Context: an optimization exercise on an open-source flow, tuned for small area. The choices shown serve that exercise and are no tape-out recipe.
RTL that was checked went through simulation tests only; none was proved equivalent to the original.
Power and IR drop assume default switching activity.

v6:
## top
module top(clk, reset_n, M0_req, M0_address, M0_wr, M0_dout, M0_grant, M_din, timer_interrupt, fifo_cnt, fifo_flag);
Settings: LEC_CHECK=0, CAP_MARGIN=20, CORE_MARGIN=2, CORE_UTILIZATION=60, CTS_BUF_LIST=sky130_fd_sc_hd__clkbuf_16, CTS_CLUSTER_DIAMETER=50, CTS_CLUSTER_SIZE=20, SLEW_MARGIN=20, SYNTH_HIERARCHICAL=1; clock period 6.0 ns.
run.sh (not shown) runs the stock make flow with config.mk's settings and CLKGATE_MAP_FILE= SYNTH_SCRIPT=/design/flow/synth_recipe.tcl, a recipe that flattens the netlist after the stock synthesis.
v6 | stages: all done | timing, DRC, antenna: all pass
> inputs changed (v6 -> v7)
diff --git a/flow/config.mk b/flow/config.mk
--- a/flow/config.mk
+++ b/flow/config.mk
@@ -9,7 +9,7 @@
 export CORE_MARGIN = 2
 export CORE_UTILIZATION = 60
-export CTS_BUF_LIST = sky130_fd_sc_hd__clkbuf_16
-export CTS_CLUSTER_DIAMETER = 50
-export CTS_CLUSTER_SIZE = 20
+export CTS_BUF_LIST = sky130_fd_sc_hd__clkbuf_8
+export CTS_CLUSTER_DIAMETER = 60
+export CTS_CLUSTER_SIZE = 15
 export SLEW_MARGIN = 20
 export SYNTH_HIERARCHICAL = 1
==> run notes <==
Between v6 and v7, the static leakage power is lower for v7.
Sum of routed wire length over all layers went down slightly going from v6 to v7.
Both conditions hold for v7: the flow ran to the end and the final layout passed the timing, DRC and antenna checks.
As far as final clock period utilization by the worst path is concerned, v7 and v6 perform about the same.
Summary — clock latency on the worst-skew pair, v7 relative to v6: higher, by 0.03 ns.
Power share of the clock group: higher on v6
Taking v6 as the reference point, the total routing usage reported by global routing of v7 falls by 0.40 points.
Function was not checked in any run of this note: the RTL went through the layout flow alone.

Setup of the reference run:
top, a different RTL version from the one above (not shown whole).
For scale: ~970 cells after synthesis, about 310 flip-flops, about 12000 um2 of cells after synthesis.
==> flow/config.mk <==
export PLATFORM = sky130hd
export DESIGN_NAME = top
export DESIGN_NICKNAME = top
export VERILOG_FILES = /design/flow/design.v
export SDC_FILE = /design/flow/constraint.sdc
export NUM_CORES = 4
export LEC_CHECK = 0
export CAP_MARGIN = 20
export CORE_MARGIN = 2
export CORE_UTILIZATION = 65
export CTS_BUF_LIST = sky130_fd_sc_hd__clkbuf_8
export CTS_CLUSTER_DIAMETER = 60
export CTS_CLUSTER_SIZE = 15
export GPL_TIMING_DRIVEN = 0
export SLEW_MARGIN = 20
export SYNTH_HIERARCHICAL = 1
==> flow/constraint.sdc <==
create_clock -name core_clock -period 6.0 [get_ports {clk}]
set_input_delay 1.2000 -clock core_clock [delete_from_list [all_inputs] [get_ports {clk}]]
set_output_delay 1.2000 -clock core_clock [all_outputs]
set_load 0.01 [all_outputs]
standard.sh (not shown) runs the stock make flow with config.mk's settings and CLKGATE_MAP_FILE= SYNTH_SCRIPT=/design/flow/synth_recipe.tcl, a recipe that flattens the netlist after the stock synthesis.
==> flow/flow/run.sh <==
#!/bin/bash
# Own layout flow: the standard flow (standard.sh) with three changes:
#  - synthesis maps logic with an area-oriented ABC script (flow/abc_map.script)
#    in place of ORFS's speed script; registers are inferred and mapped exactly
#    as in the standard synthesis,
#  - ports are buffered with buf_1 cells,
#  - CTS inserts no dummy loads.
# Each run's full output goes to a log file in the work folder.
set -euo pipefail
W="$(pwd)"
rm -rf "$W/scripts_mod"
cp -r "$FLOW_HOME/scripts" "$W/scripts_mod"
cp "$W/flow/abc_map.script" "$W/scripts_mod/abc_speed.script"
export SCRIPTS_DIR="$W/scripts_mod"
export BUFFER_PORTS_ARGS="-buffer_cell sky130_fd_sc_hd__buf_1"
export CTS_ARGS="-sink_clustering_enable -repair_clock_nets -sink_clustering_size 18 -sink_clustering_max_diameter 60 -buf_list sky130_fd_sc_hd__clkbuf_8 -dont_use_dummy_load"
bash "$W/standard.sh" > "$W/flow_make.log" 2>&1
==> flow/flow/abc_map.script <==
&get -n
&st
&syn2
&dch -f
&nf -R 1000
&st
&syn2
&dch -f
&nf -R 1000
&put
Both conditions hold for the reference run: the flow ran to the end and the final layout passed the timing, DRC and antenna checks.
Modified inputs, the trial run compared to the reference run
# the reference run
export LEC_CHECK = 0
export CAP_MARGIN = 20
export CORE_MARGIN = 2
export CORE_UTILIZATION = 65
export CTS_BUF_LIST = sky130_fd_sc_hd__clkbuf_8
export CTS_CLUSTER_DIAMETER = 60
export CTS_CLUSTER_SIZE = 15
export GPL_TIMING_DRIVEN = 0
export SLEW_MARGIN = 20
export SYNTH_HIERARCHICAL = 1
create_clock -name core_clock -period 6.0 [get_ports {clk}]
# the trial run
export LEC_CHECK = 0
export CAP_MARGIN = 20
export CORE_MARGIN = 2
export CORE_UTILIZATION = 70
export CTS_BUF_LIST = sky130_fd_sc_hd__clkbuf_8
export CTS_CLUSTER_DIAMETER = 60
export CTS_CLUSTER_SIZE = 15
export GPL_TIMING_DRIVEN = 0
export SLEW_MARGIN = 20
export SYNTH_HIERARCHICAL = 1
create_clock -name core_clock -period 6.0 [get_ports {clk}]
Looking only at worst-margin pin slew, and setting everything else aside, the lower value of the trial run and the reference run goes to the reference run.
Total power draw essentially unchanged between the reference run and the trial run.
The trial run packs its core more tightly than the reference run.

re-timing with driven ports:
In the flow no input, the clock included, has a driving cell. The finished layouts below were timed again as built, in two steps.
Step 1 assumes that a clkbuf_16 drives the clock port and a buf_2 every other input.
Step 2, shift: input delay + t, output delay - t, t = (earliest + latest rising clock arrival at the registers) / 2. This alone moves slack from input paths to output paths.
a / b / c = no drivers / after step 1 / after step 2; a / b = the first two.
run | shift t [ns] | setup slack, ns | hold WS [ns] | pins driven straight from the clock port
v6 | 0.608 | 0.423 / 0.375 / 0.649 | 0.474 / 0.474 / 0.474 | 1
v7 | 0.633 | 0.421 / 0.376 / 0.643 | 0.480 / 0.480 / 0.480 | 1
the reference run | 0.579 | 0.698 / 0.698 / 0.519 | 0.481 / 0.481 / 0.481 | 1
the trial run | 0.568 | 0.724 / 0.724 / 0.666 | 0.485 / 0.485 / 0.485 | 1
After both steps every run listed still meets setup and hold. For the reference run, which loses most, drivers alone change the setup slack by 0.000 ns; drivers and shift together by -0.179 ns.
